From an optimization exercise on the open Yosys and OpenROAD flow, aimed at small area, a short achievable clock period and few clock cycles per item; shortcuts taken in it are not production practice. Function was checked by simulation only, so behaviour that the tests miss may differ from the original.

==> flow/design.v (outline; a module is shown in full before it is edited, if it fits) <==
// module SNN: 3097 lines
module SNN(
	clk,
	rst_n,
	in_valid,
	img,
	ker,
	weight,
	out_valid,
	out_data
);
  // ...
==> flow/flow/run.sh <==
#!/bin/bash
# Standard ORFS layout with two changes: the ports are buffered with buf_2, and
# after the standard synthesis the inverters that extract_fa leaves around
# full adders are removed by choosing each full adder's polarity (invopt.py).
set -euo pipefail
export BUFFER_PORTS_ARGS="-buffer_cell sky130_fd_sc_hd__buf_2"
bash standard.sh synth > synth.log 2>&1
NET=orfs/results/sky130hd/SNN/base/1_2_yosys.v
cp "$NET" synth_netlist_before_invopt.log
python3 flow/invopt.py "$NET" > invopt.log 2>&1
bash standard.sh > standard.log 2>&1
==> flow/flow/invopt.py <==
#!/usr/bin/env python3
"""Remove inverters around full adders in a flat gate-level netlist.

A full adder is self-dual: FA(~a,~b,~c) = (~cout, ~sum).  Yosys' extract_fa
leaves many inverters between full-adder cells.  This pass chooses, for each
fa cell, whether to implement it in complemented polarity so that the number
of inverters needed is minimal, then rewrites the netlist.  The logic
function of every port and register input is unchanged.

usage: invopt.py netlist.v [out.v]
"""
import re, sys, random, collections

CELL_RE = re.compile(r'^(\s*)(sky130_fd_sc_hd__\w+)\s+(\S+)\s*\((.*?)\);\n', re.M | re.S)
PIN_RE = re.compile(r'\.(\w+)\(\s*((?:\\\S+\s*)|[^()]*?)\s*\)')
OUTPINS = {'X', 'Y', 'Q', 'Q_N', 'SUM', 'COUT', 'HI', 'LO'}
INV_TYPES = {'sky130_fd_sc_hd__inv_1'}


def fmt(net):
    return net + ' ' if net.startswith('\\') else net


def main():
    src = sys.argv[1]
    dst = sys.argv[2] if len(sys.argv) > 2 else src
    txt = open(src).read()
    mod_end = txt.rindex('endmodule')
    ports = set()
    for m in re.finditer(r'^\s*(input|output)\s+(\[[^\]]*\]\s*)?(\S+);', txt, re.M):
        ports.add(m.group(3))

    cells = []   # [type, name, {pin: net}, indent]
    for m in CELL_RE.finditer(txt):
        pins = {p: n.strip() for p, n in PIN_RE.findall(m.group(4))}
        cells.append([m.group(2), m.group(3), pins, m.group(1)])

    def base(net):
        return net.split('[')[0].strip().lstrip('\\')

    drv = {}
    loads = collections.defaultdict(list)
    for i, (t, n, p, _) in enumerate(cells):
        for pin, net in p.items():
            if pin in OUTPINS:
                drv[net] = (i, pin)
            else:
                loads[net].append((i, pin))

    # removable inverters: input and output internal nets
    removable = set()
    for i, (t, n, p, _) in enumerate(cells):
        if t in INV_TYPES:
            a, y = p['A'], p['Y']
            if base(a) in ports or base(y) in ports:
                continue
            removable.add(i)

    # resolve every net to (root net, polarity) through removable inverters
    root = {}
    def resolve(net):
        if net in root:
            return root[net]
        d = drv.get(net)
        if d is not None and d[0] in removable:
            r, pol = resolve(cells[d[0]][2]['A'])
            root[net] = (r, pol ^ 1)
        else:
            root[net] = (net, 0)
        return root[net]

    # load pins (non-removable cells) grouped by root net
    pinreq = collections.defaultdict(list)  # root -> [(cell, pin, pol)]
    for i, (t, n, p, _) in enumerate(cells):
        if i in removable:
            continue
        for pin, net in p.items():
            if pin in OUTPINS:
                continue
            r, pol = resolve(net)
            pinreq[r].append((i, pin, pol))

    isfa = [c[0].startswith('sky130_fd_sc_hd__fa_') for c in cells]
    flip = [0] * len(cells)
    # root nets driven by fa cells
    rootdrv = {}
    for r in pinreq:
        d = drv.get(r)
        rootdrv[r] = d[0] if d is not None else None

    fa_roots = collections.defaultdict(set)   # fa cell -> root nets it touches
    for r, lst in pinreq.items():
        d = rootdrv[r]
        if d is not None and isfa[d]:
            fa_roots[d].add(r)
        for (i, pin, pol) in lst:
            if isfa[i]:
                fa_roots[i].add(r)

    def cost_root(r):
        d = rootdrv[r]
        fd = flip[d] if d is not None else 0
        need = 0
        for (i, pin, pol) in pinreq[r]:
            if pol ^ flip[i] ^ fd:
                need = 1
                break
        # a root whose driver was flipped but which feeds a port directly is handled
        # by the rewrite (it needs an inverter to the port); count it too
        return need

    fas = [i for i in range(len(cells)) if isfa[i]]
    total0 = sum(cost_root(r) for r in pinreq)
    best = total0
    random.seed(1)
    improved = True
    it = 0
    while improved and it < 50:
        improved = False
        it += 1
        random.shuffle(fas)
        for i in fas:
            rs = fa_roots[i]
            before = sum(cost_root(r) for r in rs)
            flip[i] ^= 1
            after = sum(cost_root(r) for r in rs)
            if after < before:
                improved = True
            elif after == before and random.random() < 0.3:
                pass
            else:
                flip[i] ^= 1
    total = sum(cost_root(r) for r in pinreq)

    # nets that are outputs of cells we keep and are connected to ports need care:
    # a flipped fa never drives a port net directly (check)
    for i in fas:
        if flip[i]:
            for pin in ('SUM', 'COUT'):
                net = cells[i][2].get(pin)
                if net is not None and base(net) in ports:
                    flip[i] = 0
    total = sum(cost_root(r) for r in pinreq)

    # rewrite: new inverter per root that needs one
    newcells = []
    newwires = []
    invnet = {}
    k = 0
    for r, lst in pinreq.items():
        d = rootdrv[r]
        fd = flip[d] if d is not None else 0
        for (i, pin, pol) in lst:
            if pol ^ flip[i] ^ fd:
                if r not in invnet:
                    k += 1
                    nn = f'_invopt_n{k}_'
                    invnet[r] = nn
                    newwires.append(nn)
                    newcells.append(('sky130_fd_sc_hd__inv_1', f'_invopt_i{k}_', {'A': r, 'Y': nn}))
                cells[i][2][pin] = invnet[r]
            else:
                cells[i][2][pin] = r
    # removed inverters: drop them
    out = []
    pos = 0
    idx = 0
    pieces = []
    last = 0
    for m, c in zip(CELL_RE.finditer(txt), cells):
        pieces.append(txt[last:m.start()])
        i = idx
        idx += 1
        last = m.end()
        if i in removable:
            continue
        t, n, p, ind = c
        body = ',\n'.join(f'{ind}  .{pin}({fmt(net)})' for pin, net in p.items())
        pieces.append(f'{ind}{t} {n} (\n{body}\n{ind});\n')
    tail = txt[last:]
    body = ''.join(pieces)
    # declare new wires right after the module header port declarations
    decl = ''.join(f'  wire {w};\n' for w in newwires)
    cellsrc = ''.join(f'  {t} {n} (\n' + ',\n'.join(f'    .{pin}({fmt(net)})' for pin, net in p.items()) + '\n  );\n' for t, n, p in newcells)
    ei = tail.rindex('endmodule')
    tail = tail[:ei] + cellsrc + tail[ei:]
    first_cell = body.find('sky130_fd_sc_hd__')
    # insert declarations before the first cell instance line
    line_start = body.rfind('\n', 0, first_cell) + 1
    body = body[:line_start] + decl + body[line_start:]
    open(dst, 'w').write(body + tail)
    print(f'invopt: fa cells {len(fas)}, flipped {sum(flip[i] for i in fas)}, '
          f'removable inverters {len(removable)}, inverters before {total0} after {total}')


if __name__ == '__main__':
    main()
==> flow/standard.sh <==
#!/bin/bash
# synth_recipe.tcl (not shown) runs the flow's synth.tcl, then flattens the netlist and writes it again
# the make line also repeats each setting of config.mk as NAME=value (left out here)
make -C /OpenROAD-flow-scripts/flow DESIGN_CONFIG=/design/flow/config.mk WORK_HOME=/design/flow/orfs CLKGATE_MAP_FILE= SYNTH_SCRIPT=/design/flow/synth_recipe.tcl "${@:-finish}"
==> flow/config.mk <==
export PLATFORM = sky130hd
export DESIGN_NAME = SNN
export DESIGN_NICKNAME = SNN
export VERILOG_FILES = /design/flow/design.v
export SDC_FILE = /design/flow/constraint.sdc
export NUM_CORES = 4
export LEC_CHECK = 0
export CAP_MARGIN = 20
export CORE_MARGIN = 2
export CORE_UTILIZATION = 40
export SLEW_MARGIN = 20
==> flow/constraint.sdc <==
create_clock -name core_clock -period 16.0 [get_ports {clk}]
set_input_delay 3.2000 -clock core_clock [delete_from_list [all_inputs] [get_ports {clk}]]
set_output_delay 3.2000 -clock core_clock [all_outputs]
set_load 0.01 [all_outputs]
==> results_dict.tcl, run 1 <==
set metrics [dict create \
    cts_sinks 512 \
    grt_pass1_vias 22270 \
    final-clk-cell-share_pct 5.160 \
    gp_congestion 0.9251 \
    largest_register_ffs 20 \
    min_period_over_period_pct 29.64 \
    postSynthAreaPerCell_um2 12.56 \
    dieWidth_um 301.0 \
    nClkBuffers 68 \
    status "no timing/DRC/antenna violations" \
    drt-initial-drc-count 1169 \
    wl_met2_um 40990 \
    port-buffer-count 37 \
    inv_count 321 \
    placed_area_um2 36910 \
    numCtsBuffers 57 \
    tap_cells 1155 \
    ios 38 \
    grt_max_degree 34 \
    worst-path-max-fanout 5 \
    reg2reg_from "conv[14]" \
    yosysWarnings 1 \
    num_vias 20160 \
    antenna_found_initial 3 \
    met2_usage_pct 32.44 \
    postCtsResizedCells 0 \
    sh_seq_area_pct 30.99 \
    crit_path_frequent_cell "fa_1" \
    multi_input_area_share_pct 56.48 \
    layout_common_cells "fa_1, and2_1, dfxtp_1, inv_1, nand2_1" \
    multiInputGateArea_um2 21980 \
    post-route-util_pct 44.65 \
    wire_per_inst_um 20.76 \
    grt_use_met3_pct 3.925 \
    m1WireLength_um 35880 \
    initial_core_util_pct 40.49 \
    ctsHtreeMaxLevel 2 \
    final_nets 3743 \
    wl_met3_um 5033 \
    grt_pass1_wl_um 132600 \
    reg_top3 "conv x20, m2 x17, mr x17" \
]
Testbench counts, summed over its fixed seeds: cycles 38,400, items 480.
==> inputs of run 2 (changes only) <==
--- a/flow/flow/run.sh
+++ b/flow/flow/run.sh
@@ -4,6 +4,7 @@
 # full adders are removed by choosing each full adder's polarity (invopt.py).
 set -euo pipefail
 export BUFFER_PORTS_ARGS="-buffer_cell sky130_fd_sc_hd__buf_2"
+export SETUP_SLACK_MARGIN=11.6
 bash standard.sh synth > synth.log 2>&1
 NET=orfs/results/sky130hd/SNN/base/1_2_yosys.v
 cp "$NET" synth_netlist_before_invopt.log
--- a/flow/flow/invopt.py
+++ b/flow/flow/invopt.py
@@ -9,7 +9,7 @@
 
 usage: invopt.py netlist.v [out.v]
 """
-import re, sys, random, collections
+import re, sys, random, collections, os
 
 CELL_RE = re.compile(r'^(\s*)(sky130_fd_sc_hd__\w+)\s+(\S+)\s*\((.*?)\);\n', re.M | re.S)
 PIN_RE = re.compile(r'\.(\w+)\(\s*((?:\\\S+\s*)|[^()]*?)\s*\)')
@@ -81,6 +81,35 @@
             pinreq[r].append((i, pin, pol))
 
     isfa = [c[0].startswith('sky130_fd_sc_hd__fa_') for c in cells]
+    # gates whose output polarity may be chosen: type -> (complement type, output pin map)
+    PAIRS = [('and2_1', 'nand2_1', 6.256, 3.754), ('or2_1', 'nor2_1', 6.256, 3.754),
+             ('xor2_1', 'xnor2_1', 8.758, 8.758), ('a21o_1', 'a21oi_1', 7.507, 5.005),
+             ('o21a_1', 'o21ai_0', 7.507, 5.005), ('and3_1', 'nand3_1', 6.256, 5.005),
+             ('or3_1', 'nor3_1', 6.256, 5.005), ('a22o_1', 'a22oi_1', 8.758, 7.507),
+             ('o22a_1', 'o22ai_1', 8.758, 6.256), ('and4_1', 'nand4_1', 8.758, 6.256),
+             ('or4_1', 'nor4_1', 7.507, 6.256), ('a211o_1', 'a211oi_1', 8.758, 7.507),
+             ('o211a_1', 'o211ai_1', 10.010, 7.507), ('a31o_1', 'a31oi_1', 8.758, 6.256),
+             ('o31a_1', 'o31ai_1', 8.758, 7.507), ('mux2_1', 'mux2i_1', 11.261, 10.010),
+             ('or2b_1', 'nor2b_1', 7.507, 6.256), ('and2b_1', 'nand2b_1', 7.507, 6.256)]
+    DUAL = {}
+    AREA = {}
+    for pos, neg, apos, aneg in PAIRS:
+        P = 'sky130_fd_sc_hd__' + pos
+        N = 'sky130_fd_sc_hd__' + neg
+        DUAL[P] = (N, {'X': 'Y'})
+        DUAL[N] = (P, {'Y': 'X'})
+        AREA[P] = apos
+        AREA[N] = aneg
+    # o21ai_1 is flipped to o21a_1 (o21a_1 flips back to o21ai_0)
+    DUAL['sky130_fd_sc_hd__o21ai_1'] = ('sky130_fd_sc_hd__o21a_1', {'Y': 'X'})
+    AREA['sky130_fd_sc_hd__o21ai_1'] = 5.005
+    INV_AREA = 3.754
+    isgate = [False] * len(cells)
+    for i, c in enumerate(cells):
+        if c[0] in DUAL and i not in removable:
+            outnet = [n for pin, n in c[2].items() if pin in OUTPINS][0]
+            if base(outnet) not in ports:
+                isgate[i] = True
     flip = [0] * len(cells)
     # root nets driven by fa cells
     rootdrv = {}
@@ -88,46 +117,77 @@
         d = drv.get(r)
         rootdrv[r] = d[0] if d is not None else None
 
-    fa_roots = collections.defaultdict(set)   # fa cell -> root nets it touches
+    fa_roots = collections.defaultdict(set)   # flippable cell -> root nets it touches
     for r, lst in pinreq.items():
         d = rootdrv[r]
-        if d is not None and isfa[d]:
+        if d is not None and (isfa[d] or isgate[d]):
             fa_roots[d].add(r)
         for (i, pin, pol) in lst:
             if isfa[i]:
                 fa_roots[i].add(r)
+
+    def gate_area(i):
+        t = cells[i][0]
+        return AREA[DUAL[t][0]] if flip[i] else AREA[t]
 
     def cost_root(r):
         d = rootdrv[r]
         fd = flip[d] if d is not None else 0
         need = 0
         for (i, pin, pol) in pinreq[r]:
-            if pol ^ flip[i] ^ fd:
+            if pol ^ (flip[i] if isfa[i] else 0) ^ fd:
                 need = 1
                 break
         # a root whose driver was flipped but which feeds a port directly is handled
         # by the rewrite (it needs an inverter to the port); count it too
         return need
 
-    fas = [i for i in range(len(cells)) if isfa[i]]
+    fas = [i for i in range(len(cells)) if isfa[i] or isgate[i]]
+    def cell_cost(i):
+        return gate_area(i) if isgate[i] else 0.0
+    def total_cost():
+        return INV_AREA * sum(cost_root(r) for r in pinreq) + sum(cell_cost(i) for i in fas)
+    area0 = total_cost()
     total0 = sum(cost_root(r) for r in pinreq)
     best = total0
-    random.seed(1)
+    random.seed(int(os.environ.get('INVOPT_SEED', '1')))
+    import math
+    def local(i):
+        return INV_AREA * sum(cost_root(r) for r in fa_roots[i]) + cell_cost(i)
+    if os.environ.get('INVOPT_INIT') == 'inv':
+        for i in fas:
+            if isfa[i] or cells[i][0] == 'sky130_fd_sc_hd__and2_1':
+                flip[i] = 1
+    cur = total_cost()
+    best_cost = cur
+    best_flip = list(flip)
+    n = len(fas)
+    iters = int(os.environ.get('INVOPT_ITERS', '3000')) * n
+    T0, T1 = float(os.environ.get('INVOPT_T0', '3.0')), 0.01
+    for k in range(iters):
+        T = T0 * (T1 / T0) ** (k / iters)
+        i = fas[random.randrange(n)]
+        before = local(i)
+        flip[i] ^= 1
+        after = local(i)
+        d = after - before
+        if d <= 0 or random.random() < math.exp(-d / T):
+            cur += d
+            if cur < best_cost - 1e-9:
+                best_cost = cur
+                best_flip = list(flip)
+        else:
+            flip[i] ^= 1
+    flip[:] = best_flip
+    # final greedy clean-up
     improved = True
-    it = 0
-    while improved and it < 50:
+    while improved:
         improved = False
-        it += 1
-        random.shuffle(fas)
         for i in fas:
-            rs = fa_roots[i]
-            before = sum(cost_root(r) for r in rs)
+            before = local(i)
             flip[i] ^= 1
-            after = sum(cost_root(r) for r in rs)
-            if after < before:
+            if local(i) < before - 1e-9:
                 improved = True
-            elif after == before and random.random() < 0.3:
-                pass
             else:
                 flip[i] ^= 1
     total = sum(cost_root(r) for r in pinreq)
@@ -135,7 +195,7 @@
     # nets that are outputs of cells we keep and are connected to ports need care:
     # a flipped fa never drives a port net directly (check)
     for i in fas:
-        if flip[i]:
+        if flip[i] and isfa[i]:
             for pin in ('SUM', 'COUT'):
                 net = cells[i][2].get(pin)
                 if net is not None and base(net) in ports:
@@ -151,7 +211,7 @@
         d = rootdrv[r]
         fd = flip[d] if d is not None else 0
         for (i, pin, pol) in lst:
-            if pol ^ flip[i] ^ fd:
+            if pol ^ (flip[i] if isfa[i] else 0) ^ fd:
                 if r not in invnet:
                     k += 1
                     nn = f'_invopt_n{k}_'
@@ -161,6 +221,12 @@
                 cells[i][2][pin] = invnet[r]
             else:
                 cells[i][2][pin] = r
+    for i in fas:
+        if isgate[i] and flip[i]:
+            t = cells[i][0]
+            nt, pm = DUAL[t]
+            cells[i][0] = nt
+            cells[i][2] = {pm.get(pin, pin): net for pin, net in cells[i][2].items()}
     # removed inverters: drop them
     out = []
     pos = 0
@@ -189,8 +255,9 @@
     line_start = body.rfind('\n', 0, first_cell) + 1
     body = body[:line_start] + decl + body[line_start:]
     open(dst, 'w').write(body + tail)
-    print(f'invopt: fa cells {len(fas)}, flipped {sum(flip[i] for i in fas)}, '
-          f'removable inverters {len(removable)}, inverters before {total0} after {total}')
+    print(f'invopt: flippable cells {len(fas)}, flipped {sum(flip[i] for i in fas)}, '
+          f'removable inverters {len(removable)}, inverters before {total0} after {total}, '
+          f'area of inverters+gates {area0:.1f} -> {total_cost():.1f}')
 
 
 if __name__ == '__main__':
--- a/flow/config.mk
+++ b/flow/config.mk
@@ -8,4 +8,6 @@
 export CAP_MARGIN = 20
 export CORE_MARGIN = 2
 export CORE_UTILIZATION = 40
+export CTS_CLUSTER_DIAMETER = 120
+export CTS_CLUSTER_SIZE = 24
 export SLEW_MARGIN = 20
==> results_dict.tcl, run 2 <==
set metrics [dict create \
    start_kind "flop" \
    worstPathRequired_ns 16.59 \
    reg2reg_from "k0[5]" \
    clockBufferDepth 3 \
    postSynthAreaPerCell_um2 12.58 \
    pre_cts_ws_ns 11.22 \
    grt.met1_usage_pct 27.31 \
    numCtsBuffers 28 \
    drt_first_pass_iters 5 \
    clkTransAtPathRegs_ns 0.11 \
    clk_latency_ns 0.65 \
    busiest_layer "met2" \
    synth.net_count 3539 \
    top_register "conv" \
    drc 0 \
    num_vias 20720 \
    met2_usage_pct 35.80 \
    port-buffer-count 37 \
    cp_num_buf_inv 1 \
    fin_setup_tns_ns 0 \
    cts-root-buf "clkbuf_16" \
    drv_slew 0 \
    die_h_um 295.0 \
    worst-path-max-fanout 5 \
    cp-startpoint "k0[5]" \
    min_from "sr3[5]" \
    rsz0062_at_grt "yes" \
    grt_pass1_wl_um 138500 \
    cts_tree "built" \
    grt_pass1_vias 23170 \
    fillers 7783 \
    initial_core_util_pct 40.42 \
    final_common_cell "fa_1" \
    grt_max_degree 34 \
    ios 38 \
    dp.cells 3856 \
    multiInputGateArea_um2 21200 \
    path_cells "buf_6 > nand2_4 > fa_2 > fa_1 > fa_1 > fa_1 > fa_1 > fa_1 > fa_2" \
    ctsHtreeMaxLevel 1 \
    largest_register_ffs 20 \
    worstRegToRegCells 9 \
    synthCells 2694 \
    final_nets 3724 \
    fin_ws_ns 11.58 \
    grt_usage_pct 21.35 \
    die_area_um2 87050 \
    cpMaxStageDelayCell "fa_2" \
    antenna_found_initial 4 \
    min_period_over_period_pct 27.63 \
    post-route-util_pct 44.94 \
    yosysWarnings 1 \
    crit_path_frequent_cell "fa_1" \
    grt_overflow 0 \
    status "no timing/DRC/antenna violations" \
    hold_path_class "flop to flop" \
    viasPerCell 5.132 \
    seqCellArea_um2 12150 \
    slowest_delay_ns 0.62 \
    gp_congestion 0.9478 \
    grt_use_met3_pct 3.518 \
    fin_skew_ns 0.05308 \
    critPathCaptureType "flop" \
    regToRegEndpoint "sa_10_0" \
    hold_viol 0 \
    core_um2 83820 \
    reg_top3 "conv x20, m2 x17, mr x17" \
    cts_sinks 512 \
    layout_common_cells "fa_1, nand2_1, dfxtp_1, inv_1, edfxtp_1" \
    maxCapViolCount 0 \
    fin_crit_ns 4.421 \
    crit_path_end "sa_10_0" \
    cp_num_cells 9 \
    ant_nets 0 \
    r2r_slack_ns 11.58 \
    syn_to_final_growth_pct 11.17 \
    drt-initial-drc-count 1564 \
    tightestPinTransition_ns 0.8923 \
    setup_viol 0 \
    syn_area_um2 33880 \
    hpwlAfterDp_um 72620 \
    drt_wl_total_um 90510 \
    crit_family "adder cells" \
    max_freq_ghz 0.2262 \
    rows 106 \
    wire_per_inst_um 22.41 \
    critical_path_arrival_ns 5.01 \
    dieWidth_um 295.0 \
    worstSetupPathType "flop to flop" \
    drive_gt1_share_pct 11.82 \
    relSlewSlack_pct 40.39 \
    finalNonFillerCells 4038 \
]
==> run 2: routing by layer <==
layer  vias to the layer above  routed length, um  share of wire, %
met5                         -                  0                 0
met4                         0               4797               5.3
met3                       199               6533               7.2
met2                       756              43760                48
met1                     10780              35410                39
li1                       8992                  -                 -
==> run 2: timing repair <==
item                                    CTS  global route
hold buffers                              0             0
buffers inserted                         87            39
endpoints found under the setup margin   33            33
resized for setup                        67            49
pin swaps                                16            52
==> run 2: worst min-delay path by stage <==
stage	end	slack, ns	cells after the start
floorplan	hpr	0.31	0
global placement	qim	0.31	0
detailed placement	sr4[1]	0.31	0
CTS	sr4[5]	0.31	0
global route	sr4[5]	0.31	0
finish	sr4[5]	0.30	0
==> run 2: final cells by class <==
| class | count | share of cell area, % |
|---|---|---|
| Clock buffer | 44 | 2.133 |
| Tap cell | 1134 | 3.767 |
| Sequential cell | 512 | 32.25 |
| Inverter | 205 | 2.043 |
| Antenna cell | 3 | 0.01993 |
| Multi-Input combinational cell | 1965 | 56.28 |
| Timing Repair Buffer | 167 | 3.179 |
| Clock inverter | 8 | 0.3355 |
==> run 2: through the flow <==
step / hold slack (ns) / cell area (um^2)
after detailed placement: 0.3121 / 35470
after CTS: 0.3076 / 37160
after global routing: 0.3074 / 37660
final: 0.3022 / 37670
after global placement: 0.3102 / 35470
after floorplan: 0.3096 / 33880
==> inputs of run 3 (changes only) <==
--- a/flow/flow/run.sh
+++ b/flow/flow/run.sh
@@ -4,7 +4,6 @@
 # full adders are removed by choosing each full adder's polarity (invopt.py).
 set -euo pipefail
 export BUFFER_PORTS_ARGS="-buffer_cell sky130_fd_sc_hd__buf_2"
-export SETUP_SLACK_MARGIN=11.6
 bash standard.sh synth > synth.log 2>&1
 NET=orfs/results/sky130hd/SNN/base/1_2_yosys.v
 cp "$NET" synth_netlist_before_invopt.log
==> results_dict.tcl, run 3 <==
set metrics [dict create \
    drive_gt1_share_pct 4.000 \
    core_um2 83820 \
    ctsHtreeMaxLevel 1 \
    top_register "conv" \
    start_kind "flop" \
    die_area_um2 87050 \
    drv_slew 0 \
    grt_overflow 0 \
    tightestPinTransition_ns 0.8970 \
    final_common_cell "fa_1" \
    placed_area_um2 35470 \
    viasPerCell 5.157 \
    final_nets 3598 \
    max_freq_ghz 0.2101 \
    reg_top3 "conv x20, m2 x17, mr x17" \
    hpwlAfterDp_um 72620 \
    syn_to_final_growth_pct 7.456 \
    largest_register_ffs 20 \
    clkTransAtPathRegs_ns 0.10 \
    gp_congestion 0.9478 \
    rsz0062_at_grt "no" \
    fin_skew_ns 0.05130 \
    rows 106 \
    num_vias 20170 \
    worstPathRequired_ns 16.54 \
    fin_crit_ns 4.761 \
    worstSetupPathType "flop to flop" \
    hold_path_class "flop to flop" \
    drc 0 \
    grt_usage_pct 20.79 \
    worst-path-max-fanout 7 \
    layout_common_cells "fa_1, nand2_1, dfxtp_1, inv_1, edfxtp_1" \
    reg2reg_from "conv[18]" \
    initial_core_util_pct 40.42 \
    clockBufferDepth 3 \
    grt_max_degree 34 \
    fin_setup_tns_ns 0 \
    post-cts-setup-buffers 0 \
    r2r_slack_ns 11.24 \
    min_from "sr1[4]" \
    regToRegEndpoint "q[7]" \
    grt_pass1_vias 22760 \
    dp.cells 3856 \
    numCtsBuffers 28 \
    critical_path_arrival_ns 5.31 \
    wire_per_inst_um 22.38 \
    finalNonFillerCells 3911 \
    post-route-util_pct 43.44 \
    fin_area_um2 36410 \
    maxCapViolCount 0 \
    synthCells 2694 \
    port-buffer-count 37 \
    ios 38 \
    postCtsResizedCells 0 \
    ant_nets 0 \
    relSlewSlack_pct 40.07 \
    worstRegToRegCells 12 \
    cts_tree "built" \
    dieWidth_um 295.0 \
    min_path_cells 0 \
    critPathCaptureType "flop" \
    cts-root-buf "clkbuf_16" \
    drt-initial-drc-count 1489 \
    clk_latency_ns 0.65 \
    min_period_over_period_pct 29.75 \
    cts_sinks 512 \
    hold_end "sr2[4]" \
    yosysWarnings 1 \
    status "no timing/DRC/antenna violations" \
    drt_wl_total_um 87520 \
    antenna_found_initial 4 \
    hold_viol 0 \
    grt_pass1_wl_um 135300 \
    setup_viol 0 \
    die_h_um 295.0 \
    postSynthAreaPerCell_um2 12.58 \
    syn_area_um2 33880 \
    hold_buffers 0 \
    synth.net_count 3539 \
    drt_first_pass_iters 7 \
]
==> run 3: through the flow <==
step	hold slack (ns)	worst slack (ns)
floorplan	0.3096	11.61
global placement	0.3102	11.28
detailed placement	0.3121	11.22
CTS	0.3107	11.18
global route	0.3112	10.99
finish	0.3085	11.24
==> run 3: layer usage <==
| layer | up-vias | routed length (um) | global-route usage (%) |
|---|---|---|---|
| li1 | 8733 | - | - |
| met1 | 10520 | 34880 | 26.81 |
| met2 | 720 | 42220 | 34.86 |
| met3 | 198 | 5636 | 2.932 |
| met4 | 0 | 4786 | 9.570 |
| met5 | - | 0 | 0 |
==> run 3: worst max-delay path, stage by stage (launching register included) <==
cell      delay (ns)
dfxtp_1         0.58
inv_1           0.14
fa_1            0.72
fa_1            0.48
fa_1            0.55
fa_1            0.43
ha_1            0.34
nand4_1         0.13
a211oi_1        0.06
o311ai_1        0.57
a211oi_1        0.24
nor2_1          0.25
mux2i_1         0.21
==> run 3: worst max-delay path by stage <==
stage          startpoint  endpoint  slack (ns)  cells after the start
5_1_grt          conv[18]      q[7]       10.99                     12
3_3_place_gp     conv[18]      q[7]       11.28                     12
2_1_floorplan      img[5]    pb_8_1       11.61                      5
4_1_cts          conv[18]      q[7]       11.18                     12
6_report         conv[18]      q[7]       11.24                     12
3_5_place_dp     conv[18]      q[7]       11.22                     12
==> run 3: final cells by class <==
type,count,area (um^2)
diodes,2,5.005
clock buffers,44,803.3
clock inverters,8,126.4
fillers,7852,47410
inverters,205,769.5
multi-input cells,1965,21010
flip-flops and latches,512,12060
well taps,1134,1419
repair buffers,41,215.2
==> inputs of run 4 (changes only) <==
--- a/flow/config.mk
+++ b/flow/config.mk
@@ -7,7 +7,7 @@
 export LEC_CHECK = 0
 export CAP_MARGIN = 20
 export CORE_MARGIN = 2
-export CORE_UTILIZATION = 40
+export CORE_UTILIZATION = 55
 export CTS_CLUSTER_DIAMETER = 120
 export CTS_CLUSTER_SIZE = 24
 export SLEW_MARGIN = 20
==> results_dict.tcl, run 4 <==
set metrics [dict create \
    status "no timing/DRC/antenna violations" \
    die_h_um 252.2 \
    ios 38 \
    start_kind "flop" \
    ctsHtreeMaxLevel 1 \
    worst-path-max-fanout 5 \
    wire_per_inst_um 24.65 \
    crit_path_frequent_cell "fa_1" \
    num_vias 20140 \
    grt_overflow 0 \
    port-buffer-count 37 \
    synthCells 2694 \
    relSlewSlack_pct 27.19 \
    die_area_um2 63600 \
    drive_gt1_share_pct 3.721 \
    grt_max_degree 34 \
    ant_nets 0 \
    viasPerCell 5.673 \
    cpMaxStageDelayCell "fa_1" \
    gp_congestion 0.9597 \
    diodes 0 \
    initial_core_util_pct 55.93 \
    hold_buffers 0 \
    drv_slew 0 \
    reg_top3 "conv x20, m2 x17, mr x17" \
    hpwlAfterDp_um 72240 \
    clkTransAtPathRegs_ns 0.11 \
    largest_register_ffs 20 \
    core_um2 60580 \
    grt_pass1_vias 22460 \
    slowest_delay_ns 0.59 \
    hold_viol 0 \
    fin_crit_ns 4.812 \
    cts_tree "built" \
    max_freq_ghz 0.2078 \
    cts-root-buf "clkbuf_16" \
    maxCapViolCount 0 \
    grt_usage_pct 29.09 \
    cts_sinks 512 \
    worstSetupPathType "flop to flop" \
    worstPathRequired_ns 16.48 \
    critical_path_arrival_ns 5.30 \
    path_cells "inv_1 > fa_1 > fa_1 > fa_1 > fa_1 > ha_1 > nand4_1 > a211oi_1 > o311ai_1 > a211oi_1 > nor2_1 > mux2i_1" \
    postSynthAreaPerCell_um2 12.58 \
    fin_skew_ns 0.03987 \
    drt_wl_total_um 87510 \
    tightestPinTransition_ns 1.090 \
    hold_path_class "flop to flop" \
    top_register "conv" \
    drt_first_pass_iters 6 \
    final_common_cell "fa_1" \
    syn_to_final_growth_pct 5.694 \
    drc 0 \
    dieWidth_um 252.2 \
    postCtsResizedCells 0 \
    rows 90 \
    post-cts-setup-buffers 0 \
    cp_num_buf_inv 1 \
    antenna_found_initial 1 \
    min_period_over_period_pct 30.08 \
    layout_common_cells "fa_1, nand2_1, dfxtp_1, inv_1, edfxtp_1" \
    clockBufferDepth 3 \
    yosysWarnings 1 \
    fin_setup_tns_ns 0 \
    critPathCaptureType "flop" \
    numCtsBuffers 26 \
    setup_viol 0 \
    synth.net_count 3539 \
    grt_pass1_wl_um 136000 \
    clk_latency_ns 0.62 \
    rsz0062_at_grt "no" \
    final_nets 3594 \
    drt-initial-drc-count 1420 \
    hold_ws_ns 0.3254 \
    crit_family "adder cells" \
    syn_area_um2 33880 \
]
[run 4: changes by cell type in the layout (fill, tap and decap cells not counted), sizes merged]
cell	before	now
bufinv	1	0
buf	41	39
inv	209	205
diode	2	0
[run 4: stage by stage]
step,std cells,utilization [%],area (um^2),setup WS [ns]
after floorplan,2694,-,33880,11.61
after global placement,3503,57.80,35020,11.21
after detailed placement,3503,57.80,35020,11.20
after CTS,3550,59.11,35810,11.16
after global routing,3550,59.11,35810,10.89
final,3550,59.11,35810,11.19
[run 4: routing by layer]
metal	track usage, %	wire (um)	up-vias
met5	0	0	-
met4	13.42	4912	0
met3	3.677	4885	194
met2	48.46	42840	660
met1	38.45	34870	10560
li1	-	-	8722
[run 4: layout make-up]
cell class                 count  area (um^2)
clock buffer                  44        739.5
tap                          782        978.4
fill                        4991        24770
timing repair buffer          39        200.2
clock inverter                 3        48.80
inverter                     205        769.5
sequential                   512        12060
multi-input combinational   1965        21010
[run 4: final timing paths]
kind	from	end	slack [ns]	depth (start not counted)
worst min register to register	sr8[5]	sr9[5]	0.33	0
min in group asynchronous	rst_n	op3	2.51	1
worst max-delay path	conv[14]	q[7]	11.19	12
worst max register to register	conv[14]	q[7]	11.19	12
worst min-delay path	sr8[5]	sr9[5]	0.33	0
max in group asynchronous	rst_n	out_data[0]	13.18	1
==> inputs of run 5 (changes only) <==
--- a/flow/config.mk
+++ b/flow/config.mk
@@ -7,7 +7,7 @@
 export LEC_CHECK = 0
 export CAP_MARGIN = 20
 export CORE_MARGIN = 2
-export CORE_UTILIZATION = 55
-export CTS_CLUSTER_DIAMETER = 120
-export CTS_CLUSTER_SIZE = 24
+export CORE_UTILIZATION = 40
+export CTS_CLUSTER_DIAMETER = 100
+export CTS_CLUSTER_SIZE = 30
 export SLEW_MARGIN = 20
==> results_dict.tcl, run 5 <==
set metrics [dict create \
    yosysWarnings 1 \
    min_path_cells 0 \
    wire_per_inst_um 22.27 \
    dieWidth_um 295.0 \
    synth.net_count 3539 \
    worstPathRequired_ns 16.56 \
    top_register "conv" \
    gp_congestion 0.9478 \
    post-cts-setup-buffers 0 \
    drv_slew 0 \
    drc 0 \
    setup_viol 0 \
    drive_gt1_share_pct 4.360 \
    slowest_delay_ns 0.73 \
    synthCells 2694 \
    num_vias 20150 \
    path_cells "inv_1 > fa_1 > fa_1 > fa_1 > fa_1 > ha_1 > nand4_1 > a211oi_1 > o311ai_1 > a211oi_1 > nor2_1 > mux2i_1" \
    viasPerCell 5.151 \
    drt_wl_total_um 87090 \
    numCtsBuffers 28 \
    dp.cells 3856 \
    tightestPinTransition_ns 0.9049 \
    hold_viol 0 \
    antenna_found_initial 4 \
    clockBufferDepth 3 \
    rows 106 \
    ctsHtreeMaxLevel 1 \
    cts-root-buf "clkbuf_16" \
    fin_skew_ns 0.03574 \
    critical_path_arrival_ns 5.30 \
    worstSetupPathType "flop to flop" \
    fin_crit_ns 4.745 \
    cts_tree "built" \
    fillers 7851 \
    clk_latency_ns 0.62 \
    layout_common_cells "fa_1, nand2_1, dfxtp_1, inv_1, edfxtp_1" \
    drt_first_pass_iters 5 \
    die_area_um2 87050 \
    cpMaxStageDelayCell "fa_1" \
    status "no timing/DRC/antenna violations" \
    crit_path_frequent_cell "fa_1" \
    hold_buffers 0 \
    relSlewSlack_pct 39.55 \
    fin_ws_ns 11.25 \
    reg_top3 "conv x20, m2 x17, mr x17" \
    grt_pass1_wl_um 134600 \
    worstRegToRegCells 12 \
    initial_core_util_pct 40.42 \
    finalNonFillerCells 3911 \
    drt-initial-drc-count 1338 \
    start_kind "flop" \
    largest_register_ffs 20 \
    worst-path-max-fanout 7 \
    hold_path_class "flop to flop" \
    max_freq_ghz 0.2107 \
    port-buffer-count 37 \
    final_nets 3598 \
    ant_nets 0 \
    fin_setup_tns_ns 0 \
    critPathCaptureType "flop" \
    grt_usage_pct 20.73 \
    pre_cts_ws_ns 11.22 \
    min_period_over_period_pct 29.66 \
    hold_ws_ns 0.3352 \
    ios 38 \
    core_um2 83820 \
    die_h_um 295.0 \
    postCtsResizedCells 0 \
    maxCapViolCount 0 \
    postSynthAreaPerCell_um2 12.58 \
    final_common_cell "fa_1" \
    cts_sinks 512 \
    rsz0062_at_grt "no" \
    grt_overflow 0 \
    grt_pass1_vias 22540 \
    syn_area_um2 33880 \
    clkTransAtPathRegs_ns 0.11 \
    syn_to_final_growth_pct 7.884 \
    hpwlAfterDp_um 72620 \
    grt_max_degree 34 \
]
[run 5: final cells by class]
| type | instances | area (um^2) | share of cell area, % |
|---|---|---|---|
| tap | 1134 | 1419 | 3.882 |
| multi-input combinational | 1965 | 21010 | 57.47 |
| clock inverter | 18 | 309.0 | 0.8455 |
| sequential | 512 | 12060 | 33.00 |
| timing repair buffer | 41 | 215.2 | 0.5888 |
| antenna | 2 | 5.005 | 0.01369 |
| inverter | 205 | 769.5 | 2.105 |
| clock buffer | 34 | 765.7 | 2.095 |
[run 5: worst paths after layout]
check	from	end	slack (ns)
max	conv[18]	q[7]	11.25
max in group asynchronous	rst_n	op2	13.17
min in group asynchronous	rst_n	op1	2.51
max reg2reg	conv[18]	q[7]	11.25
min	sr8[4]	sr9[4]	0.34
min reg2reg	sr8[4]	sr9[4]	0.34
[run 5: stage by stage]
step / util, % / cell area (um^2)
floorplan: - / 33880
global placement: 42.31 / 35470
detailed placement: 42.31 / 35470
CTS: 43.59 / 36540
global route: 43.60 / 36550
finish: 43.61 / 36550
[run 5: per-layer routing]
metal  routed length [um]  track usage [%]
met1                34420            26.82
met2                42000            34.53
met3                 5968            3.067
met4                 4704            9.583
met5                    0                0
[run 5: critical path, delay by kind of cell, from the launching register on]
kind | cells | cell delay [ns]
adders and majority gates | 5 | 2.51
AOI/OAI and AO/OA | 3 | 0.87
DFF | 1 | 0.58
and+or+nand+nor | 2 | 0.38
muxes | 1 | 0.21
buffers and inverters | 1 | 0.14

[port drivers added, routing unchanged]
No port has a modelled driver above. Below, the same layouts with a new extraction and two added sets of constraints.
Step 1 assumes that a clkbuf_16 drives the clock port and a buf_2 every other input.
Step 2 also shifts input and output timing later by t, the mid clock arrival at the registers, as if the neighbouring blocks saw the same clock.
Three values: ideal, step 1, step 2; two values: the first two.
run | shift t [ns] | setup slack, ns | worst setup path at the end | worst slew at a driven data input, ns | pins driven straight from the clock port
run 1 | 0.716 | 11.258 / 11.258 / 11.248 | input to register | 0.09 | 1
run 2 | 0.675 | 11.579 / 11.579 / 11.349 | input to register | 0.13 | 1
run 3 | 0.672 | 11.240 / 11.240 / 11.240 | register to register | 0.14 | 1
run 4 | 0.665 | 11.188 / 11.188 / 11.188 | register to register | 0.06 | 1
run 5 | 0.668 | 11.255 / 11.255 / 11.255 | register to register | 0.13 | 1
After both steps every run listed still meets setup and hold. The setup slack of run 2, which loses most, moves by 0.000 ns with the drivers and by -0.230 ns with both steps.
